Context: an optimization exercise on an open-source flow, tuned for small area, a short achievable clock period and few clock cycles. The choices shown serve that exercise and are no tape-out recipe. At most, simulation tests tie the RTL to the original design; equivalence was not proved. No functional check of the RTL was part of runs 5 to 8. No run shown here takes its clock network from TritonCTS; it comes from the design's own scripts or RTL. The flow treats the clock pin as an ideal source. Dropping or thinning the clock tree relies on that and would not hold on a real chip.

==> design/flow/design.v <==
`timescale 1ns/10ps
module ELA(clk, rst, ready, in_data, data_rd, req, wen, addr, data_wr, done);
	input				clk;
	input				rst;
	input				ready;
	input		[7:0]	in_data;
	input		[7:0]	data_rd;
	output reg			req;
	output reg			wen;
	output reg	[12:0]	addr;
	output reg	[7:0]	data_wr;
	output reg			done;
localparam IDLE = 2'd0, STR = 2'd1, ODD = 2'd2, FIN = 2'd3;
localparam [11:0] LAST_GROUP = 12'd3970;	 
reg [1:0]  mode;
reg [11:0] n;		 
reg        pu, pw, pl;
reg        rdy;		 
always @(posedge clk or posedge rst) begin
	if(rst) begin
		mode <= IDLE;
		rdy <= 1'b0;
		req <= 1'b0;
		wen <= 1'b0;
		done <= 1'b0;
	end
	else begin
		rdy <= ready;
		req <= 1'b0;
		wen <= 1'b0;
		done <= 1'b0;
		case(mode)
			IDLE: if(rdy) begin
				mode <= STR;
				req <= 1'b1;
			end
			STR: begin
				wen <= 1'b1;
				if(n[6:0] == 7'd127 && n[11:7] != 5'd31)
					req <= 1'b1;
				if(n == 12'd4095)
					mode <= ODD;
			end
			ODD: begin
				wen <= pu && (n >= 12'd3);
				if(n == LAST_GROUP && pu)
					mode <= FIN;
			end
			default: done <= 1'b1;
		endcase
	end
end
always @(posedge clk) begin
	if(mode == ODD) begin
		pu <= pl;
		pw <= pu;
		pl <= pw;
	end
	else begin
		pu <= 1'b0;
		pw <= 1'b0;
		pl <= 1'b1;
	end
end
always @(posedge clk) begin
	if(mode == IDLE)
		n <= 12'd0;
	else if(mode == STR || pw)
		n <= n + 12'd1;
end
wire [6:0]  wc = n[6:0] - 7'd3;
wire [4:0]  wr = n[11:7] - {4'd0, (n[6:2] == 5'd0) && (n[1:0] != 2'd3)};
wire [11:0] w = {wr, wc};
wire [4:0]  lrow = n[11:7] + 5'd1;
always @(posedge clk) begin
	if(mode != ODD || pl)
		addr <= {n[11:7], 1'b0, n[6:0]};
	else if(pu)
		addr <= {w[11:7], 1'b1, w[6:0]};
	else
		addr <= {lrow, 1'b0, n[6:0]};
end
wire edge_col = (n[6:1] == 6'd1);
function [7:0] avg;
	input [7:0] a, b;
	reg [8:0] t;
	begin
		t = {1'b0, a} + {1'b0, b};
		avg = t[8:1];
	end
endfunction
reg [7:0] U0, U1, U2;
reg [7:0] L0, L1, L2;
always @(posedge clk) begin
	U0 <= pu ? U1 : U0;
	U1 <= U2;
	U2 <= pu ? data_rd : U1;
	L0 <= L1;
	L1 <= pu ? L2 : L0;
	L2 <= pl ? data_rd : L0;
end
wire [7:0] ut = pw ? U1 : U0;
wire [8:0] sd = {1'b0, ut} - {1'b0, L2};
wire [7:0] ad = sd[8] ? (8'd0 - sd[7:0]) : sd[7:0];
reg [7:0] Dp, Mp;		 
reg [7:0] Dmin, M;		 
reg       xlty;			 
always @(posedge clk) begin
	Dp <= ad;
	Mp <= avg(ut, L2);
	xlty <= sd[8];
end
wire [8:0] cmp = {1'b0, Dmin} + {1'b0, ~Dp} + {8'd0, !pl};
wire better = cmp[8];
always @(posedge clk) begin
	if(pw || (pl && better)) begin
		Dmin <= Dp;
		M <= Mp;
	end
end
wire vert = edge_col || better;
wire [7:0] x = U0, y = L0;
wire gx = (x >= M);
wire gy = (y >= M);
wire pick_x = xlty ? gx : !(gx || gy);
wire pick_y = xlty ? !(gx || gy) : gy;
wire [7:0] med = pick_x ? x : pick_y ? y : M;
wire [7:0] blue = vert ? Mp : med;
always @(posedge clk) begin
	if(mode == STR)
		data_wr <= in_data;
	else
		data_wr <= blue;
end
endmodule
==> design/flow/flow/run.sh <==
#!/bin/bash
# Layout flow: the standard flow with the standard synthesis unchanged,
# small port buffers, a one-level clock tree (flow/post_cts.tcl) and timing
# repair aimed below the clock period. Each step's output goes to a log file
# of its own in this folder; ORFS keeps its own logs under orfs/logs.
set -euo pipefail
here=$(pwd)
bash standard.sh synth > synth.log 2>&1
bash standard.sh \
  BUFFER_PORTS_ARGS="-buffer_cell sky130_fd_sc_hd__buf_2" \
  CTS_ARGS="-sink_clustering_enable -repair_clock_nets -buf_list sky130_fd_sc_hd__clkbuf_16 -dont_use_dummy_load" \
  POST_CTS_TCL="$here/flow/post_cts.tcl" \
  SETUP_SLACK_MARGIN=6.0 SKIP_CTS_REPAIR_TIMING=1 \
  finish > layout.log 2>&1
==> design/flow/flow/clocktree.tcl <==
# Replace the clock tree with one level of buffers driven by the clock port:
# the clock's register pins are split into NBUF groups by position, each
# driven by its own buffer placed at the group's centre.
proc my_flat_clock_tree { nbuf bufname } {
  set db [ord::get_db]
  set block [ord::get_db_block]
  set master [$db findMaster $bufname]
  set clkport [$block findBTerm clk]
  set clknet [$clkport getNet]
  # clock sinks: every register clock pin reached from the port through buffers
  set sinks {}
  set bufs {}
  set todo [list $clknet]
  while {[llength $todo]} {
    set net [lindex $todo 0]
    set todo [lrange $todo 1 end]
    foreach it [$net getITerms] {
      if {[$it isOutputSignal]} { continue }
      set inst [$it getInst]
      set mname [[$inst getMaster] getName]
      if {[string match "*clkbuf*" $mname] || [string match "*clkinv*" $mname] || [string match "sky130_fd_sc_hd__buf_*" $mname]} {
        lappend bufs $inst
        foreach o [$inst getITerms] {
          if {[$o isOutputSignal] && [$o getNet] ne "NULL"} { lappend todo [$o getNet] }
        }
      } else {
        lappend sinks $it
      }
    }
  }
  puts "flat clock tree: [llength $sinks] sinks, removing [llength $bufs] buffers"
  foreach it $sinks { $it disconnect }
  foreach inst $bufs {
    foreach o [$inst getITerms] {
      if {[$o isOutputSignal] && [$o getNet] ne "NULL"} {
        set n [$o getNet]
        $o disconnect
        if {[llength [$n getITerms]] == 0} { odb::dbNet_destroy $n }
      }
    }
    odb::dbInst_destroy $inst
  }
  set pts {}
  foreach it $sinks {
    set b [[$it getInst] getBBox]
    lappend pts [list $it [expr {([$b xMin]+[$b xMax])/2}] [expr {([$b yMin]+[$b yMax])/2}]]
  }
  # split sinks into nbuf groups of equal size by recursive bisection,
  # alternating x and y, larger spread first
  set groups [list $pts]
  while {[llength $groups] < $nbuf} {
    set g [lindex $groups 0]
    set groups [lrange $groups 1 end]
    set xs [lsort -real [lmap p $g {lindex $p 1}]]
    set ys [lsort -real [lmap p $g {lindex $p 2}]]
    set ax [expr {[lindex $xs end] - [lindex $xs 0] >= [lindex $ys end] - [lindex $ys 0] ? 1 : 2}]
    set g [lsort -real -index $ax $g]
    set h [expr {[llength $g] / 2}]
    lappend groups [lrange $g 0 [expr {$h - 1}]] [lrange $g $h end]
  }
  set cs {}
  set asg {}
  set k 0
  foreach g $groups {
    set sx 0.0; set sy 0.0
    foreach p $g { set sx [expr {$sx + [lindex $p 1]}]; set sy [expr {$sy + [lindex $p 2]}] }
    set sc($k) [llength $g]
    lappend cs [list [expr {$sx / $sc($k)}] [expr {$sy / $sc($k)}]]
    incr k
  }
  set pts {}
  set k 0
  foreach g $groups { foreach p $g { lappend pts $p; lappend asg $k }; incr k }
  for {set k 0} {$k < $nbuf} {incr k} {
    set inst [odb::dbInst_create $block $master "clkbuf_flat_$k"]
    set net [odb::dbNet_create $block "clknet_flat_$k"]
    $net setSigType CLOCK
    foreach it [$inst getITerms] {
      set mt [[$it getMTerm] getName]
      if {$mt eq "A"} { $it connect $clknet }
      if {$mt eq "X"} { $it connect $net; set out($k) $net }
    }
    set c [lindex $cs $k]
    $inst setLocation [expr {int([lindex $c 0])}] [expr {int([lindex $c 1])}]
    $inst setPlacementStatus PLACED
    puts "buffer $k: $sc($k) sinks at $c"
  }
  foreach p $pts k $asg { [lindex $p 0] connect $out($k) }
}
==> design/flow/flow/post_cts.tcl <==
# After CTS: replace the clock tree with one level of four buffers driven by
# the clock port, then legalize.
source [file join [file dirname [info script]] clocktree.tcl]
my_flat_clock_tree 4 sky130_fd_sc_hd__clkbuf_16
detailed_placement
check_placement -verbose
estimate_parasitics -placement
report_clock_latency
==> design/flow/standard.sh <==
#!/bin/bash
# synth_recipe.tcl (not shown) runs the flow's synth.tcl, then flattens the netlist and writes it again
# the make line also repeats each setting of config.mk as NAME=value (left out here)
make -C /OpenROAD-flow-scripts/flow DESIGN_CONFIG=/design/flow/config.mk WORK_HOME=/design/flow/orfs CLKGATE_MAP_FILE= SYNTH_SCRIPT=/design/flow/synth_recipe.tcl "${@:-finish}"
==> design/flow/config.mk <==
export PLATFORM = sky130hd
export DESIGN_NAME = ELA
export DESIGN_NICKNAME = ELA
export VERILOG_FILES = /design/flow/design.v
export SDC_FILE = /design/flow/constraint.sdc
export NUM_CORES = 4
export LEC_CHECK = 0
export CAP_MARGIN = 20
export CORE_MARGIN = 2
export CORE_UTILIZATION = 40
export SLEW_MARGIN = 20
==> design/flow/constraint.sdc <==
create_clock -name core_clock -period 8.5 [get_ports {clk}]
set_input_delay 1.7000 -clock core_clock [delete_from_list [all_inputs] [get_ports {clk}]]
set_output_delay 1.7000 -clock core_clock [all_outputs]
set_load 0.01 [all_outputs]
==> results of run 1 <==
metrics by stage:
stage	utilization (%)	hold slack, ns	area, um2	worst slack (ns)
2_1_floorplan	-	0.310	5710	5.98
3_3_place_gp	43.7	0.310	6070	5.73
3_5_place_dp	43.7	0.312	6070	5.65
5_1_grt	45.9	0.346	6360	5.92
6_report	45.9	0.330	6360	6.10
area by class of cell:
cell class / instances / area (um2)
multi-input cells: 349 / 2830
plain buffers: 4 / 100
repair buffers: 50 / 268
fillers: 1309 / 7520
flip-flops and latches: 123 / 2750
well taps: 180 / 225
inverters: 53 / 199
cells by family (layout without fill, tap and decap cells):
family                   count (synthesis)  after routing  synth area share [%]
adder cells (fa/ha/maj)                 55             55                  12.5
AND/OR/NAND/NOR                        131            131                  11.5
AO/OA/AOI/OAI                           92             93                  11.1
flip-flops                             123            123                  48.0
multiplexers                            32             32                  6.28
buffers and inverters                   72            107                  4.83
XOR/XNOR                                38             38                  5.84
cells in the mapped netlist (7+ instances only):
library cell / instances
o21ai_0: 21
nor2_1: 40
dfxtp_1: 93
nor3_1: 21
edfxtp_1: 24
nor4_1: 7
nand2_1: 23
xor2_1: 17
o31ai_1: 10
nand2b_1: 12
ha_1: 52
xnor2_1: 21
a21oi_1: 19
nand3_1: 7
o21a_1: 7
inv_1: 53
mux2_2: 30
clkbuf_1: 14
how the worst max path moves through the flow:
stage	to	slack (ns)
floorplan	Dp[1]	5.98
global placement	Dp[7]	5.73
detailed placement	Dp[7]	5.65
global route	Dp[7]	5.92
finish	wen	6.10
layer usage:
metal,up-vias,GRT usage [%],wire [um]
met3,11,1.61,385
met4,0,4.69,142
li1,1938,-,-
met1,1796,23.3,5880
met5,-,0,0
met2,72,24.2,5450
==> summary.md, run 1 <==
| Metric | Value |
|---|---|
| Status | timing/DRC/antenna clean |
| Primary FF master, synth | dfxtp_1 |
| # IOs | 43 |
| Total GRT Usage | 15.7% |
| Final setup viols | 0 |
| Clock Latency Late Sink | 0.17 ns |
| Mapped Area | 5700 um2 |
| Largest register FFs | 13 |
| Placed insts | 747 |
| Worst path required time | 6.80 ns |
| Sequential area share after synthesis | 48.0% |
| Critical path type | flip-flop to output pin |
| Antenna Violating Nets Remaining | 0 |
| Final cell count without fillers | 759 |
| Worst R2R Start | U0[0] |
| Synth unique cells | 52 |
| Hold Violations, Final | 0 |
| Number of max-cap violations | 0 |
| Arr. time, crit path | 0.70 ns |
| Die width | 123 um |
| GP Congestion | 0.839 |
| CP startpoint kind | flip-flop |
| End of the worst hold path | L0[4] |
| Fmax | 417 MHz |
| Final Critical Period | 2.40 ns |
| Tcrit/Tclk final | 28.2% |
| Synth top area cells | dfxtp_1 33%, edfxtp_1 13%, ha_1 11% |
| Dpl hpwl | 8820 um |
| R2R depth | 11 |
| Area growth syn-to-layout | 11.8% |
| Largest regs | addr (13), n (12) |
| Die height | 123 um |
| DR vias/cell | 5.03 |
| Yosys Warn Count | 1 |
| Crit. End Element | output pin |
| Worst r2r dst | Dp[7] |
| Vias in the first global route | 3643 |
| Routed wire length | 11900 um |
| Slew of the pin with the lowest slew margin | 0.692 ns |
| Largest stage delay, worst path | 0.39 ns |
| Commonest non-fill, non-tap cell in the layout | dfxtp_1 |
| Max Transition Viols Final | 0 |
| Syn Nets | 617 |
| Largest net degree at the start of global routing | 34 |
| Slew Limit Headroom | 53.8% |
| Post-synth top area cell | dfxtp_1 |
| Die area | 15200 um2 |
| Hold_sp | L1[4] |
| CORE AREA | 13900 um2 |
| DRT Pass-1 Iters | 4 |
| Layout cells sized above 1 | 19.3% |
| Most frequent cells in the layout | 87 x dfxtp_1, 52 x inv_1, 50 x ha_1 |
| Grt ovf | 0 |
| Initial DRC Count | 168 |
| Final Skew | 0.0138 ns |
| Cell Chain, Critical Path | buf_2 |
| Crit path buffers/inverters | 1 |
| Share of the synthesized area in the top cell type | 32.7% |
| Critical Path Stages | 1 |
| Clock Sinks | 123 |
| Critical-path maximum fanout | 1 |
| Clock-pin slew on the worst setup and hold paths | 0.11 ns |
| Cell count after synthesis | 543 |
| Site Rows | 43 |
| Nets | 656 |
| EDFF count, synth | 24 |
| Setup TNS | 0 ns |
| Number of cells on the worst hold path | 0 |
| First-pass GRT wire length | 18600 um |
| Largest Register | addr |
| Ys async rst share | 4.88% |
| DR vias | 3817 |
| FF-to-FF setup slack | 6.10 ns |
| RSZ-0062 raised after global routing | yes |
| Initial core utilization | 41.0% |
| Post-Synthesis Mean Instance Area | 10.5 um2 |
| Initial antenna violation count | 0 |
| Routed len/inst | 15.6 um |
| Yosys reg bits | 123 |
| Antenna cell count | 0 |
| Min-delay worst type | flip-flop to flip-flop |
| Worst Setup SP | wen |
| # port buffers | 42 |
| Crit path max-delay family | flip-flops |
| CP max-delay cell | dfrtp_1 |
| Remaining DRCs | 0 |
Testbench counts, summed over its fixed seeds: cycles 256,192.
==> run 2: changes to the inputs <==
--- a/design/flow/config.mk
+++ b/design/flow/config.mk
@@ -5,6 +5,7 @@
 export SDC_FILE = /design/flow/constraint.sdc
 export NUM_CORES = 4
 export LEC_CHECK = 0
+export ABC_AREA = 1
 export CAP_MARGIN = 20
 export CORE_MARGIN = 2
 export CORE_UTILIZATION = 40
==> summary.md, run 2 <==
| Metric | Value |
|---|---|
| Setup TNS | 0 ns |
| Hold_sp | L1[1] |
| Most common cell in the netlist | nand2_1 |
| Crit. End Element | output pin |
| Crit path max-delay family | flip-flops |
| Worst R2R Start | pw |
| FF-to-FF setup slack | 6.16 ns |
| Fmax | 418 MHz |
| Critical-path maximum fanout | 1 |
| Antenna cell count | 0 |
| Largest register FFs | 13 |
| Die width | 125 um |
| Mapped Area | 5830 um2 |
| Number of max-cap violations | 0 |
| Slew Limit Headroom | 45.6% |
| Yosys reg bits | 123 |
| R2R depth | 11 |
| Clock-pin slew on the worst setup and hold paths | 0.12 ns |
| Util after Layout | 44.6% |
| Yosys Warn Count | 1 |
| Total GRT Usage | 16.2% |
| Antenna Violating Nets Remaining | 0 |
| CORE AREA | 14400 um2 |
| Largest stage delay, worst path | 0.38 ns |
| Worst r2r dst | Dp[6] |
| Final Skew | 0.0183 ns |
| Primary FF master, synth | dfxtp_1 |
| DR vias/cell | 4.81 |
| EDFF count, synth | 24 |
| Most frequent cells in the layout | 160 x nand2_1, 101 x inv_1, 91 x dfxtp_1 |
| Cell count after synthesis | 688 |
| Synth top area cells | dfxtp_1 32%, edfxtp_1 12%, ha_1 11% |
| Min-delay worst type | flip-flop to flip-flop |
| Post-synth top area cell | dfxtp_1 |
| Number of cells on the worst hold path | 0 |
| Syn Nets | 762 |
| RSZ-0062 raised after global routing | yes |
| Routed len/inst | 13.7 um |
| Finished Cell Area | 6410 um2 |
| End of the worst hold path | L0[1] |
| Crit path buffers/inverters | 1 |
| Nets | 807 |
| Ys async rst share | 4.88% |
| Clock Latency Late Sink | 0.18 ns |
| Remaining DRCs | 0 |
| Area growth syn-to-layout | 9.97% |
| Final Critical Period | 2.39 ns |
| Grt ovf | 0 |
| Sequential area share after synthesis | 46.8% |
| Max Transition Viols Final | 0 |
| Post-Synthesis Mean Instance Area | 8.48 um2 |
| Clock Sinks | 123 |
| Largest regs | addr (13), n (12) |
| Fillers | 1409 |
| Vias in the first global route | 4370 |
| Die area | 15600 um2 |
| First-pass GRT wire length | 20700 um |
| Cell Chain, Critical Path | buf_2 |
| Status | timing/DRC/antenna clean |
| Initial DRC Count | 201 |
| DRT Pass-1 Iters | 4 |
| # IOs | 43 |
| Largest Register | addr |
| Hold Violations, Final | 0 |
| Site Rows | 44 |
| # port buffers | 42 |
| Routed wire length | 12500 um |
| Slew of the pin with the lowest slew margin | 0.814 ns |
| Largest net degree at the start of global routing | 47 |
| CP max-delay cell | dfrtp_1 |
| Final setup viols | 0 |
| Critical path type | flip-flop to output pin |
| Top cells by count, synth | 160 x nand2_1, 102 x inv_1, 93 x dfxtp_1 |
| Layout cells sized above 1 | 12.1% |
| Synth unique cells | 39 |
| Arr. time, crit path | 0.69 ns |
| Dpl hpwl | 9570 um |
| Worst path required time | 6.80 ns |
| Die height | 125 um |
| Share of the synthesized area in the top cell type | 31.9% |
| Initial core utilization | 40.6% |
| Commonest non-fill, non-tap cell in the layout | nand2_1 |
| GP Congestion | 0.922 |
| CP startpoint kind | flip-flop |
| Initial antenna violation count | 0 |
| Dpl cell area | 6220 um2 |
| DR vias | 4394 |
| Tcrit/Tclk final | 28.1% |
==> run 2: cell types whose count changed in the layout (fill, tap and decap cells not counted), moves of 18 or more <==
cell and change:
nand3_1 +38, xnor2_1 -18, inv_1 +49, mux2_2 -28
o21ai_0 +32, nand2_1 +137
==> run 2: worst max path at each step <==
stage / from / to / slack, ns / cells past startpoint
after global routing: pw / Dp[7] / 5.99 / 15
after global placement: pw / Dp[7] / 6.10 / 13
after floorplan: pu / addr[12] / 6.22 / 11
after detailed placement: pw / Dp[7] / 6.04 / 13
final: done / done / 6.11 / 1
==> run 2: metal layers <==
metal	vias to the layer above	wire [um]	GRT usage [%]
li1	2294	-	-
met1	2014	5640	20.1
met2	70	6170	29.0
met3	16	489	2.71
met4	0	194	4.16
met5	-	0	0
==> run 2: cells by family (layout without fill, tap and decap cells) <==
| logic type | count (synthesis) | after routing | synth area share (%) |
|---|---|---|---|
| compound gates | 114 | 114 | 11.1 |
| xor+xnor | 18 | 18 | 2.70 |
| fa+ha+maj | 55 | 55 | 12.2 |
| buf+inv | 118 | 160 | 7.89 |
| flops | 123 | 123 | 46.8 |
| simple gates | 260 | 260 | 19.3 |
==> run 2: cell type report <==
class	instances	area [um2]	area share, %
Sequential cell	123	2740	42.7
Multi-Input combinational cell	447	2670	41.7
Inverter	105	399	6.22
Timing Repair Buffer	50	270	4.21
Tap cell	184	230	3.59
Buffer	4	100	1.56
Timing Repair inverter	1	5.00	0.0780
==> run 2: stage by stage <==
| step | cells | hold WS (ns) | worst slack (ns) |
|---|---|---|---|
| after floorplan | 688 | 0.310 | 6.22 |
| after global placement | 902 | 0.311 | 6.10 |
| after detailed placement | 902 | 0.312 | 6.04 |
| after global routing | 914 | 0.340 | 5.99 |
| final | 914 | 0.321 | 6.11 |
==> run 3: changes to the inputs <==
--- a/design/flow/flow/run.sh
+++ b/design/flow/flow/run.sh
@@ -10,5 +10,5 @@
   BUFFER_PORTS_ARGS="-buffer_cell sky130_fd_sc_hd__buf_2" \
   CTS_ARGS="-sink_clustering_enable -repair_clock_nets -buf_list sky130_fd_sc_hd__clkbuf_16 -dont_use_dummy_load" \
   POST_CTS_TCL="$here/flow/post_cts.tcl" \
-  SETUP_SLACK_MARGIN=6.0 SKIP_CTS_REPAIR_TIMING=1 \
+  SETUP_SLACK_MARGIN=5.9 SKIP_CTS_REPAIR_TIMING=1 \
   finish > layout.log 2>&1
--- a/design/flow/flow/clocktree.tcl
+++ b/design/flow/flow/clocktree.tcl
@@ -30,15 +30,16 @@
   }
   puts "flat clock tree: [llength $sinks] sinks, removing [llength $bufs] buffers"
   foreach it $sinks { $it disconnect }
+  set oldnets {}
   foreach inst $bufs {
     foreach o [$inst getITerms] {
-      if {[$o isOutputSignal] && [$o getNet] ne "NULL"} {
-        set n [$o getNet]
-        $o disconnect
-        if {[llength [$n getITerms]] == 0} { odb::dbNet_destroy $n }
-      }
+      if {[$o isOutputSignal] && [$o getNet] ne "NULL"} { lappend oldnets [$o getNet] }
     }
     odb::dbInst_destroy $inst
+  }
+  # nets of the old tree are left without pins: remove them
+  foreach n $oldnets {
+    if {[llength [$n getITerms]] == 0 && [llength [$n getBTerms]] == 0} { odb::dbNet_destroy $n }
   }
   set pts {}
   foreach it $sinks {
==> summary.md, run 3 <==
| Metric | Value |
|---|---|
| Die height | 125 um |
| Util after Layout | 44.3% |
| Min-delay worst type | flip-flop to flip-flop |
| Critical path type | flip-flop to output pin |
| Layout cells sized above 1 | 10.9% |
| Routed len/inst | 13.6 um |
| Crit path max-delay family | flip-flops |
| Remaining DRCs | 0 |
| Largest regs | addr (13), n (12) |
| Ys async rst share | 4.88% |
| Top cells by count, synth | 160 x nand2_1, 102 x inv_1, 93 x dfxtp_1 |
| Worst path required time | 6.80 ns |
| Synth unique cells | 39 |
| Worst R2R Start | pw |
| Place WS | 6.04 ns |
| Initial DRC Count | 183 |
| Most common cell in the netlist | nand2_1 |
| Final setup viols | 0 |
| Initial antenna violation count | 0 |
| EDFF count, synth | 24 |
| Crit. End Element | output pin |
| GP Congestion | 0.922 |
| Grt ovf | 0 |
| Antenna cell count | 0 |
| Nets | 802 |
| Antenna Violating Nets Remaining | 0 |
| CORE AREA | 14400 um2 |
| Largest register FFs | 13 |
| Yosys Warn Count | 1 |
| DRT Pass-1 Iters | 4 |
| Hold Violations, Final | 0 |
| Clock-pin slew on the worst setup and hold paths | 0.12 ns |
| Clock Latency Late Sink | 0.18 ns |
| Total GRT Usage | 16.2% |
| Most frequent cells in the layout | 160 x nand2_1, 101 x inv_1, 92 x dfxtp_1 |
| Area growth syn-to-layout | 9.07% |
| Cell count after synthesis | 688 |
| Primary FF master, synth | dfxtp_1 |
| Largest stage delay, worst path | 0.38 ns |
| Max Transition Viols Final | 0 |
| Critical-path maximum fanout | 1 |
| Dpl hpwl | 9570 um |
| First-pass GRT wire length | 20700 um |
| Crit path buffers/inverters | 1 |
| Routed wire length | 12400 um |
| # IOs | 43 |
| Slew Limit Headroom | 46.2% |
| Site Rows | 44 |
| Die width | 125 um |
| Commonest non-fill, non-tap cell in the layout | nand2_1 |
| Hold_ws | 0.321 ns |
| Largest net degree at the start of global routing | 47 |
| Synth top area cells | dfxtp_1 32%, edfxtp_1 12%, ha_1 11% |
| Fmax | 419 MHz |
| Tcrit/Tclk final | 28.1% |
| CP max-delay cell | dfrtp_1 |
| Initial core utilization | 40.6% |
| Final WS setup | 6.11 ns |
| Setup TNS | 0 ns |
| Final Critical Period | 2.39 ns |
| Mapped Area | 5830 um2 |
| DR vias | 4364 |
| Status | timing/DRC/antenna clean |
| Number of max-cap violations | 0 |
| Worst Setup SP | done |
| Slew of the pin with the lowest slew margin | 0.806 ns |
| Vias in the first global route | 4370 |
| Arr. time, crit path | 0.69 ns |
| Clock Sinks | 123 |
| Sequential area share after synthesis | 46.8% |
| Hold_sp | L1[1] |
| Post-synth top area cell | dfxtp_1 |
| Largest Register | addr |
| Die area | 15600 um2 |
| CP startpoint kind | flip-flop |
| DR vias/cell | 4.80 |
| Post-Synthesis Mean Instance Area | 8.48 um2 |
| RSZ-0062 raised after global routing | no |
| Final Skew | 0.0181 ns |
| Cell Chain, Critical Path | buf_2 |
| Share of the synthesized area in the top cell type | 31.9% |
| Syn Nets | 762 |
| Yosys reg bits | 123 |
| # port buffers | 42 |
[run 3: area by class of cell]
cell class                      count  area [um2]
Buffer                              4         100
Fill cell                        1412        8010
Inverter                          105         399
Multi-Input combinational cell    447        2650
Sequential cell                   123        2740
Tap cell                          184         230
Timing Repair Buffer               46         240
Timing Repair inverter              1        5.00
[run 3: through the flow]
step	std cells	cell area, um2
2_1_floorplan	688	5830
3_3_place_gp	902	6220
3_5_place_dp	902	6220
5_1_grt	910	6360
6_report	910	6360
[run 3: final timing paths]
check / slack, ns / to / cells after the start
max in group asynchronous: 6.93 / mode[0] / 2
setup / recovery: 6.11 / done / 1
hold / removal: 0.32 / L0[1] / 0
hold reg to reg: 0.32 / L0[1] / 0
setup reg to reg: 6.11 / Dp[6] / 14
min in group asynchronous: 1.40 / req / 2
[run 3: cells by family after synthesis]
| family | Yosys count | synth area share [%] |
|---|---|---|
| xor gates and xnor gates | 18 | 2.70 |
| buffers and inverters | 118 | 7.89 |
| adders and majority gates | 55 | 12.2 |
| and+or+nand+nor | 260 | 19.3 |
| AOI/OAI and AO/OA | 114 | 11.1 |
| DFF | 123 | 46.8 |
[run 3: per-layer routing]
layer  vias to the layer above  global-route usage, %  wire length, um
met5                         -                      0                0
met4                         0                   4.16              194
met3                        16                   2.71              493
met2                        79                   29.0             6100
met1                      1981                   20.1             5590
li1                       2288                      -                -
==> run 4: changes to the inputs <==
--- a/design/flow/flow/run.sh
+++ b/design/flow/flow/run.sh
@@ -10,5 +10,5 @@
   BUFFER_PORTS_ARGS="-buffer_cell sky130_fd_sc_hd__buf_2" \
   CTS_ARGS="-sink_clustering_enable -repair_clock_nets -buf_list sky130_fd_sc_hd__clkbuf_16 -dont_use_dummy_load" \
   POST_CTS_TCL="$here/flow/post_cts.tcl" \
-  SETUP_SLACK_MARGIN=5.9 SKIP_CTS_REPAIR_TIMING=1 \
+  SETUP_SLACK_MARGIN=0 SKIP_CTS_REPAIR_TIMING=1 \
   finish > layout.log 2>&1
==> summary.md, run 4 <==
| Metric | Value |
|---|---|
| Critical-path maximum fanout | 14 |
| Routed wire length | 12300 um |
| Util after Layout | 44.0% |
| Xor/xnor cell area share of the yosys netlist | 2.70% |
| Status | timing/DRC/antenna clean |
| Clock Sinks | 123 |
| Most frequent cells in the layout | 160 x nand2_1, 102 x inv_1, 93 x dfxtp_1 |
| Clock Latency Late Sink | 0.18 ns |
| Worst path required time | 8.58 ns |
| CP startpoint kind | flip-flop |
| Antenna cell count | 0 |
| Arr. time, crit path | 2.58 ns |
| Largest net degree at the start of global routing | 47 |
| End of the worst hold path | L0[1] |
| Vias in the first global route | 4370 |
| Nets | 798 |
| Hold_ws | 0.322 ns |
| Die area | 15600 um2 |
| Final Critical Period | 2.49 ns |
| Grt ovf | 0 |
| CORE AREA | 14400 um2 |
| Largest regs | addr (13), n (12) |
| Worst R2R Start | pw |
| DRT Pass-1 Iters | 4 |
| EDFF count, synth | 24 |
| Synth top area cells | dfxtp_1 32%, edfxtp_1 12%, ha_1 11% |
| Min-delay worst type | flip-flop to flip-flop |
| Initial core utilization | 40.6% |
| R2R depth | 12 |
| Primary FF master, synth | dfxtp_1 |
| # port buffers | 42 |
| Initial DRC Count | 164 |
| DR vias/cell | 4.82 |
| Sequential area share after synthesis | 46.8% |
| Finished Cell Area | 6320 um2 |
| Slew Limit Headroom | 45.4% |
| Fmax | 401 MHz |
| Area growth syn-to-layout | 8.28% |
| Yosys Warn Count | 1 |
| RSZ-0062 raised after global routing | no |
| Hold Violations, Final | 0 |
| Dpl hpwl | 9570 um |
| Crit. End Element | flip-flop |
| Number of cells on the worst hold path | 0 |
| Final Skew | 0.0179 ns |
| FF-to-FF setup slack | 6.01 ns |
| Post-Synth Simple-Gate Area | 19.3% |
| Total GRT Usage | 16.2% |
| Setup TNS | 0 ns |
| Yosys reg bits | 123 |
| Largest register FFs | 13 |
| Synth Area in Adders | 12.2% |
| Die width | 125 um |
| # IOs | 43 |
| Mapped Area | 5830 um2 |
| Site Rows | 44 |
| GP Congestion | 0.922 |
| Cell count after synthesis | 688 |
| Largest family of logic cells by synthesized area | simple AND/OR/NAND/NOR gates |
| Share of the synthesized area in the top cell type | 31.9% |
| Hold_sp | L1[1] |
| Largest Register | addr |
| Post-synthesis mux area share | 0% |
| Die height | 125 um |
| Synth unique cells | 39 |
| Antenna Violating Nets Remaining | 0 |
| Top cells by count, synth | 160 x nand2_1, 102 x inv_1, 93 x dfxtp_1 |
| DR vias | 4367 |
| Slew of the pin with the lowest slew margin | 0.817 ns |
| First-pass GRT wire length | 20700 um |
| Clock-pin slew on the worst setup and hold paths | 0.12 ns |
| Final setup viols | 0 |
| Ys async rst share | 4.88% |
| Tcrit/Tclk final | 29.3% |
| Number of max-cap violations | 0 |
| Dpl cell area | 6220 um2 |
| Layout cells sized above 1 | 9.70% |
| Post-synthesis compound-gate area fraction | 11.1% |
| Remaining DRCs | 0 |
| Post-Synthesis Mean Instance Area | 8.48 um2 |
| Post-synth top area cell | dfxtp_1 |
| Max Transition Viols Final | 0 |
| Syn Nets | 762 |
| Commonest non-fill, non-tap cell in the layout | nand2_1 |
| Most common cell in the netlist | nand2_1 |
| Critical path type | flip-flop to flip-flop |
| Worst r2r dst | Dp[6] |
| Initial antenna violation count | 0 |
| Routed len/inst | 13.6 um |
-- run 4: cell counts after synthesis --
No cell type changed its count.
-- run 4: kinds of logic after synthesis --
family / Yosys count
AO/OA/AOI/OAI: 114
flip-flops: 123
AND/OR/NAND/NOR: 260
XOR/XNOR: 18
buffers and inverters: 118
adder cells (fa/ha/maj): 55
-- run 4: worst max-delay path by stage --
stage	endpoint	cells past startpoint	start	slack [ns]
detailed placement	Dp[7]	13	pw	6.04
floorplan	addr[12]	11	pu	6.22
global placement	Dp[7]	13	pw	6.10
finish	Dp[6]	12	pw	6.01
global route	Dp[5]	12	pw	5.73
-- run 4: layer usage --
layer | up-vias | track usage (%) | share of wire, % | wire (um)
met1 | 2002 | 20.1 | 46 | 5630
met3 | 15 | 2.71 | 3.6 | 447
met4 | 0 | 4.16 | 1.4 | 168
li1 | 2280 | - | - | -
met5 | - | 0 | 0 | 0
met2 | 70 | 29.0 | 49 | 6070
-- run 4: final cells by class --
| cell class | instances | area, um2 |
|---|---|---|
| fillers | 1410 | 8050 |
| flip-flops and latches | 123 | 2730 |
| multi-input cells | 447 | 2640 |
| inverters | 105 | 395 |
| well taps | 184 | 230 |
| repair buffers | 43 | 218 |
| plain buffers | 4 | 100 |
-- run 4: worst max-delay path, stage by stage, from the launching register on --
cell and delay [ns]:
dfxtp_1 0.36, inv_1 0.34, o21ai_0 0.22, ha_1 0.43, inv_1 0.14, nor4_1 0.31
nand2_1 0.11, nand2_2 0.12, inv_2 0.09, nand2_2 0.10, nand2_1 0.06, nand2_1 0.06
nand2_1 0.05
-- run 4: per-stage QoR --
| step | setup slack, ns | cells |
|---|---|---|
| 2_1_floorplan | 6.22 | 688 |
| 3_3_place_gp | 6.10 | 902 |
| 3_5_place_dp | 6.04 | 902 |
| 5_1_grt | 5.73 | 906 |
| 6_report | 6.01 | 906 |
==> run 5: changes to the inputs <==
--- a/design/flow/design.v
+++ b/design/flow/design.v
@@ -103,7 +103,7 @@
 wire [8:0] sd = {1'b0, ut} - {1'b0, L2};
 wire [7:0] ad = sd[8] ? (8'd0 - sd[7:0]) : sd[7:0];
 reg [7:0] Dp, Mp;		 
-reg [7:0] Dmin, M;		 
+reg [7:0] Dmin;			 
 reg       xlty;			 
 always @(posedge clk) begin
 	Dp <= ad;
@@ -112,12 +112,12 @@
 end
 wire [8:0] cmp = {1'b0, Dmin} + {1'b0, ~Dp} + {8'd0, !pl};
 wire better = cmp[8];
+wire keep = pw || (pl && better);	 
 always @(posedge clk) begin
-	if(pw || (pl && better)) begin
+	if(keep)
 		Dmin <= Dp;
-		M <= Mp;
-	end
 end
+wire [7:0] M = data_wr;
 wire vert = edge_col || better;
 wire [7:0] x = U0, y = L0;
 wire gx = (x >= M);
@@ -129,7 +129,9 @@
 always @(posedge clk) begin
 	if(mode == STR)
 		data_wr <= in_data;
-	else
+	else if(keep)
+		data_wr <= Mp;
+	else if(pu)
 		data_wr <= blue;
 end
 endmodule
--- a/design/flow/flow/run.sh
+++ b/design/flow/flow/run.sh
@@ -10,5 +10,5 @@
   BUFFER_PORTS_ARGS="-buffer_cell sky130_fd_sc_hd__buf_2" \
   CTS_ARGS="-sink_clustering_enable -repair_clock_nets -buf_list sky130_fd_sc_hd__clkbuf_16 -dont_use_dummy_load" \
   POST_CTS_TCL="$here/flow/post_cts.tcl" \
-  SETUP_SLACK_MARGIN=0 SKIP_CTS_REPAIR_TIMING=1 \
+  SETUP_SLACK_MARGIN=6.0 SKIP_CTS_REPAIR_TIMING=1 \
   finish > layout.log 2>&1
--- a/design/flow/config.mk
+++ b/design/flow/config.mk
@@ -5,7 +5,7 @@
 export SDC_FILE = /design/flow/constraint.sdc
 export NUM_CORES = 4
 export LEC_CHECK = 0
-export ABC_AREA = 1
+export ABC_AREA = 0
 export CAP_MARGIN = 20
 export CORE_MARGIN = 2
 export CORE_UTILIZATION = 40
==> summary.md, run 5 <==
| Metric | Value |
|---|---|
| Critical path type | flip-flop to output pin |
| Site Rows | 42 |
| CP max-delay cell | edfxtp_1 |
| DR vias | 3573 |
| Primary FF master, synth | dfxtp_1 |
| Critical-path maximum fanout | 2 |
| CORE AREA | 13300 um2 |
| Setup TNS | 0 ns |
| Hold_ws | 0.325 ns |
| Die width | 121 um |
| Crit. End Element | output pin |
| Synth unique cells | 52 |
| Slew Limit Headroom | 66.4% |
| Mapped Area | 5470 um2 |
| Initial core utilization | 41.1% |
| Dpl hpwl | 8280 um |
| DR vias/cell | 4.91 |
| Ys async rst share | 5.22% |
| Post-synth top area cell | dfxtp_1 |
| RSZ-0062 raised after global routing | yes |
| Cell Chain, Critical Path | buf_2 |
| Post-Synthesis Mean Instance Area | 10.7 um2 |
| Total GRT Usage | 15.0% |
| Largest Register | addr |
| Clock-pin slew on the worst setup and hold paths | 0.11 ns |
| Area growth syn-to-layout | 12.4% |
| Routed len/inst | 15.0 um |
| Crit path max-delay family | flip-flops |
| Min-delay worst type | flip-flop to flip-flop |
| Initial DRC Count | 224 |
| Status | timing/DRC/antenna clean |
| Worst path required time | 6.80 ns |
| EDFF count, synth | 24 |
| Synth top area cells | dfxtp_1 31%, edfxtp_1 13%, ha_1 12% |
| Tcrit/Tclk final | 29.4% |
| Remaining DRCs | 0 |
| Grt ovf | 0 |
| Final cell count without fillers | 727 |
| Placed insts | 714 |
| Arr. time, crit path | 0.80 ns |
| Routed wire length | 10900 um |
| Clock Latency Late Sink | 0.17 ns |
| Largest stage delay, worst path | 0.46 ns |
| Number of max-cap violations | 0 |
| Fmax | 400 MHz |
| Most common cell in the netlist | dfxtp_1 |
| Hold Violations, Final | 0 |
| DRT Pass-1 Iters | 4 |
| Yosys reg bits | 115 |
| First-pass GRT wire length | 17300 um |
| Vias in the first global route | 3553 |
| Nets | 628 |
| Syn Nets | 588 |
| Area of the multi-input gates | 2770 um2 |
| Final Skew | 0.0130 ns |
| Most frequent cells in the layout | 83 x dfxtp_1, 48 x ha_1, 46 x inv_1 |
| Largest register FFs | 13 |
| Antenna Violating Nets Remaining | 0 |
| Largest regs | addr (13), n (12) |
| GP Congestion | 0.822 |
| Place WS | 5.71 ns |
| Sequential area share after synthesis | 47.0% |
| Yosys Warn Count | 1 |
| # port buffers | 42 |
| Final setup viols | 0 |
| Die area | 14600 um2 |
| Max Transition Viols Final | 0 |
| Final Critical Period | 2.50 ns |
| Cell count after synthesis | 513 |
| Layout cells sized above 1 | 23.8% |
| Antenna cell count | 0 |
| Slew of the pin with the lowest slew margin | 0.503 ns |
| Final WS setup | 6.00 ns |
| Share of the synthesized area in the top cell type | 31.1% |
| Die height | 121 um |
| Commonest non-fill, non-tap cell in the layout | dfxtp_1 |
| Initial antenna violation count | 0 |
| Clock Sinks | 115 |
| Register area | 2580 um2 |
| Crit path buffers/inverters | 1 |
| Fillers | 1254 |
| # IOs | 43 |
| Largest net degree at the start of global routing | 32 |
| Top cells by count, synth | 85 x dfxtp_1, 53 x ha_1, 49 x inv_1 |
| CP startpoint kind | flip-flop |
[run 5: changes by cell type after synthesis, moves of 6 or more]
cell,before,now
o21ai_0,54,25
nand2b_1,0,6
nor2b_1,0,6
nor2_1,27,39
a211oi_1,1,7
a21oi_1,31,19
mux2_2,0,35
nand3_1,45,6
inv_1,102,49
mux2i_1,0,10
dfxtp_1,93,85
nand2_1,160,29
buf_2,1,7
xnor2_1,3,19
[run 5: per-layer routing]
metal	share of wire, %	GRT usage (%)	vias up
li1	-	-	1816
met1	44	18.0	1704
met2	52	27.8	46
met3	3.1	3.01	7
met4	1.0	3.13	0
met5	0	0	-
[run 5: worst paths after layout]
path | from | to | slack, ns | cells after the start
worst max-delay path | data_wr[5] | data_wr[5] | 6.00 | 1
worst min-delay path | U2[1] | U1[1] | 0.32 | 0
worst max register to register | U0[0] | Dp[7] | 6.09 | 11
worst min register to register | U2[1] | U1[1] | 0.32 | 0
max in group asynchronous | rst | wen | 6.87 | 2
min in group asynchronous | rst | mode[0] | 1.43 | 2
[run 5: cell type report]
cell class                 instances  area share, %
multi-input combinational        331           45.0
buffer                             4           1.63
timing repair buffer              52           4.83
inverter                          49           2.99
sequential                       115           42.0
tap                              176           3.58
[run 5: kinds of logic (layout without fill, tap and decap cells)]
group	after synthesis	count (layout)	synth area share (%)
flip-flops	115	115	47.0
buffers and inverters	67	105	4.78
AND/OR/NAND/NOR	109	109	9.57
adder cells (fa/ha/maj)	56	56	13.2
multiplexers	46	46	9.45
XOR/XNOR	37	37	5.93
AO/OA/AOI/OAI	83	83	10.0
[run 5: through the flow]
step / util [%] / area (um2)
2_1_floorplan: - / 5470
3_3_place_gp: 43.8 / 5830
3_5_place_dp: 43.8 / 5830
5_1_grt: 46.2 / 6140
6_report: 46.2 / 6140
==> run 6: changes to the inputs <==
--- a/design/flow/config.mk
+++ b/design/flow/config.mk
@@ -5,7 +5,7 @@
 export SDC_FILE = /design/flow/constraint.sdc
 export NUM_CORES = 4
 export LEC_CHECK = 0
-export ABC_AREA = 0
+export ABC_AREA = 1
 export CAP_MARGIN = 20
 export CORE_MARGIN = 2
 export CORE_UTILIZATION = 40
==> summary.md, run 6 <==
| Metric | Value |
|---|---|
| RSZ-0062 raised after global routing | yes |
| Grt ovf | 0 |
| # port buffers | 42 |
| Most frequent cells in the layout | 134 x nand2_1, 94 x inv_1, 83 x dfxtp_1 |
| Antenna Violating Nets Remaining | 0 |
| Worst path required time | 6.80 ns |
| Arr. time, crit path | 0.79 ns |
| Remaining DRCs | 0 |
| Critical-path maximum fanout | 3 |
| Mapped Area | 5660 um2 |
| Routed len/inst | 14.0 um |
| First-pass GRT wire length | 20000 um |
| Top cells by count, synth | 135 x nand2_1, 95 x inv_1, 85 x dfxtp_1 |
| Busiest grt layer | met2 |
| Placed insts | 871 |
| Routed wire length | 12400 um |
| Crit path buffers/inverters | 1 |
| Commonest non-fill, non-tap cell in the layout | nand2_1 |
| Nets | 782 |
| Die height | 123 um |
| Largest stage delay, worst path | 0.45 ns |
| Clock Sinks | 115 |
| Largest Register | addr |
| Initial core utilization | 40.8% |
| Vias in the first global route | 4160 |
| GP Congestion | 0.938 |
| Final cell count without fillers | 885 |
| Slew of the pin with the lowest slew margin | 0.583 ns |
| Critical path type | flip-flop to output pin |
| Tcrit/Tclk final | 29.2% |
| Post-Synthesis Mean Instance Area | 8.60 um2 |
| Final Skew | 0.0159 ns |
| Synth top area cells | dfxtp_1 30%, edfxtp_1 13%, ha_1 12% |
| Most common cell in the netlist | nand2_1 |
| CP startpoint kind | flip-flop |
| Setup TNS | 0 ns |
| Dpl hpwl | 9590 um |
| Hold Violations, Final | 0 |
| Ys async rst share | 5.22% |
| Min-delay worst type | flip-flop to flip-flop |
| Area growth syn-to-layout | 10.8% |
| Initial antenna violation count | 0 |
| Yosys reg bits | 115 |
| Final setup viols | 0 |
| Max Transition Viols Final | 0 |
| Number of max-cap violations | 0 |
| Clock-pin slew on the worst setup and hold paths | 0.11 ns |
| CP max-delay cell | edfxtp_1 |
| Hold_sp | U2[5] |
| Syn Nets | 734 |
| Largest regs | addr (13), n (12) |
| Cell count after synthesis | 659 |
| Met3 Use GR | 2.03% |
| Global-route track usage on met1 | 22.0% |
| Status | timing/DRC/antenna clean |
| Largest net degree at the start of global routing | 42 |
| Area of the multi-input gates | 2690 um2 |
| DRT Pass-1 Iters | 5 |
| Worst Setup SP | data_wr[0] |
| Fmax | 402 MHz |
| Final Critical Period | 2.49 ns |
| Site Rows | 43 |
| Total GRT Usage | 16.8% |
| Post-synth top area cell | dfxtp_1 |
| Sequential area share after synthesis | 45.4% |
| CORE AREA | 13900 um2 |
| Slew Limit Headroom | 61.2% |
| Met2 Use GR | 29.1% |
| Initial DRC Count | 256 |
| DR vias/cell | 4.91 |
| Clock Latency Late Sink | 0.18 ns |
| Crit path max-delay family | flip-flops |
| Die width | 123 um |
| Share of the synthesized area in the top cell type | 30.0% |
| Primary FF master, synth | dfxtp_1 |
| # IOs | 43 |
| Worst R2R Start | pw |
| Layout cells sized above 1 | 14.2% |
| Largest register FFs | 13 |
| Cell Chain, Critical Path | buf_2 |
| EDFF count, synth | 24 |
| DR vias | 4341 |
| Crit. End Element | output pin |
| Yosys Warn Count | 1 |
| Die area | 15100 um2 |
| Fillers | 1370 |
| Synth unique cells | 46 |
| Register area | 2580 um2 |
| Antenna cell count | 0 |
## run 6: final cells by class
type | count | share of cell area [%]
multi-input combinational | 428 | 42.8
inverter | 105 | 6.34
timing repair buffer | 53 | 4.59
buffer | 4 | 1.60
sequential | 115 | 41.1
tap | 180 | 3.59
## run 6: logic make-up after synthesis
group	synth area share (%)
adder cells (fa/ha/maj)	12.8
XOR/XNOR	3.80
flip-flops	45.4
AO/OA/AOI/OAI	10.6
buffers and inverters	8.06
AND/OR/NAND/NOR	19.4
## run 6: stage by stage
step | setup slack [ns] | hold slack (ns) | instance area [um2] | utilization [%]
3_3_place_gp | 5.60 | 0.311 | 6050 | 43.6
6_report | 6.01 | 0.330 | 6270 | 45.2
5_1_grt | 5.95 | 0.347 | 6270 | 45.2
2_1_floorplan | 6.04 | 0.310 | 5660 | -
3_5_place_dp | 5.52 | 0.314 | 6050 | 43.6
## run 6: worst paths after layout
kind | slack (ns) | to | depth (start not counted)
setup reg to reg | 6.09 | Dp[7] | 14
setup / recovery | 6.01 | data_wr[0] | 1
min in group asynchronous | 1.40 | req | 2
hold reg to reg | 0.33 | U1[5] | 0
max in group asynchronous | 6.91 | mode[0] | 2
hold / removal | 0.33 | U1[5] | 0
## run 6: layer usage
layer / routed length [um] / part of all wire [%]
met1: 5750 / 46
met2: 5940 / 48
met3: 526 / 4.2
met4: 195 / 1.6
met5: 0 / 0
==> run 7: changes to the inputs <==
--- a/design/flow/flow/run.sh
+++ b/design/flow/flow/run.sh
@@ -10,5 +10,5 @@
   BUFFER_PORTS_ARGS="-buffer_cell sky130_fd_sc_hd__buf_2" \
   CTS_ARGS="-sink_clustering_enable -repair_clock_nets -buf_list sky130_fd_sc_hd__clkbuf_16 -dont_use_dummy_load" \
   POST_CTS_TCL="$here/flow/post_cts.tcl" \
-  SETUP_SLACK_MARGIN=6.0 SKIP_CTS_REPAIR_TIMING=1 \
+  SETUP_SLACK_MARGIN=6.1 SKIP_CTS_REPAIR_TIMING=1 \
   finish > layout.log 2>&1
--- a/design/flow/config.mk
+++ b/design/flow/config.mk
@@ -5,7 +5,6 @@
 export SDC_FILE = /design/flow/constraint.sdc
 export NUM_CORES = 4
 export LEC_CHECK = 0
-export ABC_AREA = 1
 export CAP_MARGIN = 20
 export CORE_MARGIN = 2
 export CORE_UTILIZATION = 40
==> summary.md, run 7 <==
| Metric | Value |
|---|---|
| Largest register FFs | 13 |
| Yosys reg bits | 115 |
| Antenna cell count | 0 |
| Hold_ws | 0.331 ns |
| Die height | 121 um |
| Status | timing/DRC/antenna clean |
| Largest Register | addr |
| Area of the multi-input gates | 2910 um2 |
| WL met2 | 5780 um |
| CP startpoint kind | flip-flop |
| Vias in the first global route | 3649 |
| R2R depth | 10 |
| Worst r2r dst | Dp[1] |
| First-pass GRT wire length | 17900 um |
| # port buffers | 42 |
| RSZ-0062 raised after global routing | yes |
| # IOs | 43 |
| CORE AREA | 13300 um2 |
| EDFF count, synth | 24 |
| Number of max-cap violations | 0 |
| Synth unique cells | 52 |
| Fillers | 1231 |
| Ys async rst share | 5.22% |
| Commonest non-fill, non-tap cell in the layout | dfxtp_1 |
| Met3 wire len | 332 um |
| Clock Latency Late Sink | 0.17 ns |
| Slew of the pin with the lowest slew margin | 0.527 ns |
| Crit. End Element | output pin |
| Final cell count without fillers | 725 |
| DR top layer | met4 |
| Register area | 2580 um2 |
| Initial DRC Count | 146 |
| Tcrit/Tclk final | 30.2% |
| Nets | 626 |
| Primary FF master, synth | dfxtp_1 |
| Critical path type | flip-flop to output pin |
| Worst path required time | 6.80 ns |
| WL met1 | 4990 um |
| Post-Synthesis Mean Instance Area | 10.7 um2 |
| Clock Sinks | 115 |
| Site Rows | 42 |
| Fmax | 389 MHz |
| Clock-pin slew on the worst setup and hold paths | 0.11 ns |
| Number of cells on the worst hold path | 0 |
| Layout cells sized above 1 | 26.4% |
| Arr. time, crit path | 0.87 ns |
| Die area | 14600 um2 |
| Hold_sp | U2[1] |
| Placed insts | 713 |
| DR vias/cell | 4.99 |
| Mapped Area | 5470 um2 |
| Initial core utilization | 41.1% |
| Top cells by count, synth | 85 x dfxtp_1, 53 x ha_1, 49 x inv_1 |
| DRT Pass-1 Iters | 4 |
| Worst R2R Start | U0[0] |
| Largest regs | addr (13), n (12) |
| Dpl cell area | 5830 um2 |
| Min-delay worst type | flip-flop to flip-flop |
| Routed len/inst | 15.5 um |
| Yosys Warn Count | 1 |
| Hold Violations, Final | 0 |
| Post-synth top area cell | dfxtp_1 |
| Remaining DRCs | 0 |
| Synth top area cells | dfxtp_1 31%, edfxtp_1 13%, ha_1 12% |
| Critical-path maximum fanout | 2 |
| Die width | 121 um |
| Largest net degree at the start of global routing | 34 |
| Cell count after synthesis | 513 |
| Most frequent cells in the layout | 80 x dfxtp_1, 47 x ha_1, 46 x inv_1 |
| FF-to-FF setup slack | 6.01 ns |
| Initial antenna violation count | 0 |
| End of the worst hold path | U1[1] |
| Most common cell in the netlist | dfxtp_1 |
| Routed wire length | 11300 um |
| Dpl hpwl | 8320 um |
| Final Skew | 0.0171 ns |
| Grt ovf | 0 |
| Slew Limit Headroom | 64.9% |
| Area growth syn-to-layout | 15.1% |
| Final Critical Period | 2.57 ns |
| Final setup viols | 0 |
| Antenna Violating Nets Remaining | 0 |
| GP Congestion | 0.810 |
| DR vias | 3616 |
| Finished Cell Area | 6300 um2 |
| Sequential area share after synthesis | 47.0% |
| Total GRT Usage | 15.6% |
| Share of the synthesized area in the top cell type | 31.1% |
| Max Transition Viols Final | 0 |
| Setup TNS | 0 ns |
| Syn Nets | 588 |
-- run 7: critical path: stages, from the launching register on --
cell      delay [ns]
edfxtp_1        0.45
buf_6           0.15
buf_6           0.11
-- run 7: layer usage --
| layer | global-route usage (%) | vias to the layer above |
|---|---|---|
| li1 | - | 1813 |
| met1 | 19.1 | 1745 |
| met2 | 28.2 | 51 |
| met3 | 3.05 | 7 |
| met4 | 3.20 | 0 |
| met5 | 0 | - |
-- run 7: layout make-up --
| cell class | instances | area share (%) |
|---|---|---|
| repair buffers | 50 | 4.71 |
| well taps | 176 | 3.50 |
| plain buffers | 4 | 1.59 |
| multi-input cells | 331 | 46.2 |
| flip-flops and latches | 115 | 41.0 |
| inverters | 49 | 2.92 |
-- run 7: worst max-delay path by stage --
stage          slack [ns]        from    endpoint
6_report             5.93  data_wr[2]  data_wr[2]
3_5_place_dp         5.64          pw       Dp[7]
5_1_grt              5.88       U0[0]       Dp[6]
3_3_place_gp         5.69          pw       Dp[1]
2_1_floorplan        6.12          pw       Dp[7]
-- run 7: cell families (layout without fill, tap and decap cells) --
logic type	after synthesis	count (layout)	synth area share, %
XOR/XNOR	37	37	5.93
adder cells (fa/ha/maj)	56	56	13.2
buffers and inverters	67	103	4.78
AND/OR/NAND/NOR	109	109	9.57
flip-flops	115	115	47.0
multiplexers	46	46	9.45
AO/OA/AOI/OAI	83	83	10.0
-- run 7: stage by stage --
| step | setup WS [ns] | utilization [%] |
|---|---|---|
| floorplan | 6.12 | - |
| global placement | 5.69 | 43.9 |
| detailed placement | 5.64 | 43.9 |
| global route | 5.88 | 47.4 |
| finish | 5.93 | 47.4 |
==> run 8: changes to the inputs <==
--- a/design/flow/flow/run.sh
+++ b/design/flow/flow/run.sh
@@ -10,5 +10,5 @@
   BUFFER_PORTS_ARGS="-buffer_cell sky130_fd_sc_hd__buf_2" \
   CTS_ARGS="-sink_clustering_enable -repair_clock_nets -buf_list sky130_fd_sc_hd__clkbuf_16 -dont_use_dummy_load" \
   POST_CTS_TCL="$here/flow/post_cts.tcl" \
-  SETUP_SLACK_MARGIN=6.1 SKIP_CTS_REPAIR_TIMING=1 \
+  SETUP_SLACK_MARGIN=6.2 SKIP_CTS_REPAIR_TIMING=1 \
   finish > layout.log 2>&1
==> summary.md, run 8 <==
| Metric | Value |
|---|---|
| Status | timing/DRC/antenna clean |
| Nets | 640 |
| Final cell count without fillers | 739 |
| Largest regs | addr (13), n (12) |
| Area growth syn-to-layout | 18.2% |
| Arr. time, crit path | 0.77 ns |
| Total GRT Usage | 15.5% |
| Worst path required time | 6.80 ns |
| Die area | 14600 um2 |
| Remaining DRCs | 0 |
| Tcrit/Tclk final | 29.1% |
| Crit path buffers/inverters | 1 |
| Dpl hpwl | 8400 um |
| Mapped Area | 5470 um2 |
| RSZ-0062 raised after global routing | yes |
| Clock-pin slew on the worst setup and hold paths | 0.11 ns |
| Yosys Warn Count | 1 |
| Ys async rst share | 5.22% |
| Fmax | 405 MHz |
| Clock Sinks | 115 |
| Critical path type | flip-flop to output pin |
| # IOs | 43 |
| Synth unique cells | 52 |
| Largest register FFs | 13 |
| Final setup viols | 0 |
| DR vias/cell | 5.02 |
| Placed insts | 714 |
| Clock Latency Late Sink | 0.17 ns |
| Initial core utilization | 41.1% |
| Synth top area cells | dfxtp_1 31%, edfxtp_1 13%, ha_1 12% |
| Sequential area share after synthesis | 47.0% |
| Antenna Violating Nets Remaining | 0 |
| Antenna cell count | 0 |
| Cell Chain, Critical Path | buf_2 |
| Routed wire length | 11400 um |
| Critical-path maximum fanout | 2 |
| Slew Limit Headroom | 63.7% |
| Primary FF master, synth | dfxtp_1 |
| Hold Violations, Final | 0 |
| FF-to-FF setup slack | 6.08 ns |
| Post-Synthesis Mean Instance Area | 10.7 um2 |
| Cell count after synthesis | 513 |
| Largest net degree at the start of global routing | 34 |
| Max Transition Viols Final | 0 |
| Share of the synthesized area in the top cell type | 31.1% |
| CP startpoint kind | flip-flop |
| Initial antenna violation count | 0 |
| Most frequent cells in the layout | 76 x dfxtp_1, 45 x inv_1, 43 x ha_1 |
| Initial DRC Count | 119 |
| Slew of the pin with the lowest slew margin | 0.545 ns |
| Number of max-cap violations | 0 |
| CP max-delay cell | edfxtp_1 |
| EDFF count, synth | 24 |
| Layout cells sized above 1 | 30.6% |
| CORE AREA | 13300 um2 |
| Top cells by count, synth | 85 x dfxtp_1, 53 x ha_1, 49 x inv_1 |
| Die height | 121 um |
| Yosys reg bits | 115 |
| Setup TNS | 0 ns |
| Final Skew | 0.0132 ns |
| Vias in the first global route | 3582 |
| Grt ovf | 0 |
| Crit. End Element | output pin |
| GP Congestion | 0.842 |
| First-pass GRT wire length | 17900 um |
| Site Rows | 42 |
| DRT Pass-1 Iters | 6 |
| Crit path max-delay family | flip-flops |
| Post-synth top area cell | dfxtp_1 |
| Largest Register | addr |
| Final Critical Period | 2.47 ns |
| Syn Nets | 588 |
| # port buffers | 42 |
| Most common cell in the netlist | dfxtp_1 |
| Commonest non-fill, non-tap cell in the layout | dfxtp_1 |
| Routed len/inst | 15.4 um |
| Die width | 121 um |
| Min-delay worst type | flip-flop to flip-flop |
| DR vias | 3709 |
| Largest stage delay, worst path | 0.44 ns |
[run 8: cell counts after synthesis]
No cell type changed its count.
[run 8: path summary, 6_finish.rpt]
path	start	to	cells past startpoint
hold / removal	L1[3]	L0[3]	0
setup reg to reg	U0[0]	Dp[7]	11
max in group asynchronous	rst	wen	2
hold reg to reg	L1[3]	L0[3]	0
setup / recovery	data_wr[1]	data_wr[1]	1
min in group asynchronous	rst	mode[0]	2
[run 8: per-stage QoR]
step	util [%]	instance area, um2	hold WS [ns]	worst slack (ns)
after floorplan	-	5520	0.310	6.18
after global placement	44.2	5870	0.310	5.67
after detailed placement	44.2	5870	0.312	5.63
after global routing	48.6	6460	0.343	5.94
final	48.6	6460	0.336	6.03
[run 8: kinds of logic (layout without fill, tap and decap cells)]
logic type      after synthesis  in the layout  synth area share (%)
compound gates               83             83                  10.0
xor+xnor                     37             37                  5.93
fa+ha+maj                    56             56                  13.2
buf+inv                      67            117                  4.78
flops                       115            115                  47.0
mux                          46             46                  9.45
simple gates                109            109                  9.57
[run 8: metal layers]
metal  global-route usage [%]  vias to the layer above  wire (um)
li1                         -                     1846          -
met1                     19.1                     1786       5050
met2                     27.3                       69       5740
met3                     2.44                        8        412
met4                     5.45                        0        163
met5                        0                        -          0
[run 8: area by class of cell]
class                      count  area [um2]
timing repair buffer          64         427
inverter                      49         184
buffer                         4         100
sequential                   115        2590
multi-input combinational    331        2940
tap                          176         220
fill                        1208        6830

static timing again, ports no longer ideal:
Ports are ideal in the flow. The routed layouts listed here were re-timed in OpenROAD. Step 1 sets driving cells, clkbuf_16 on the clock port and buf_2 on the other inputs (assumed; they add their load-dependent delay and slew). Step 2, shift: input delay + t, output delay - t, t = (earliest + latest rising clock arrival at the registers) / 2. This alone moves slack from input paths to output paths. a / b / c = no drivers / after step 1 / after step 2; a / b = the first two.
run | t, ns | setup WS [ns] | worst setup path at the end | latest minus earliest clock arrival (ns)
run 1 | 0.252 | 6.100 / 6.014 / 6.097 | input to register | 0.014 / 0.013
run 2 | 0.255 | 6.109 / 6.023 / 6.161 | register to register | 0.019 / 0.018
run 3 | 0.254 | 6.111 / 6.025 / 6.114 | register to register | 0.019 / 0.018
run 4 | 0.255 | 6.007 / 6.007 / 6.007 | register to register | 0.018 / 0.018
run 5 | 0.248 | 6.002 / 5.916 / 5.986 | input to register | 0.013 / 0.014
run 6 | 0.249 | 6.014 / 5.934 / 6.089 | register to register | 0.016 / 0.016
run 7 | 0.255 | 5.932 / 5.841 / 6.006 | input to register | 0.017 / 0.017
run 8 | 0.252 | 6.029 / 5.941 / 6.041 | input to register | 0.014 / 0.014
After both steps every run listed still meets setup and hold. The setup slack of run 5, which loses most, moves by -0.086 ns with the drivers and by -0.016 ns with both steps.
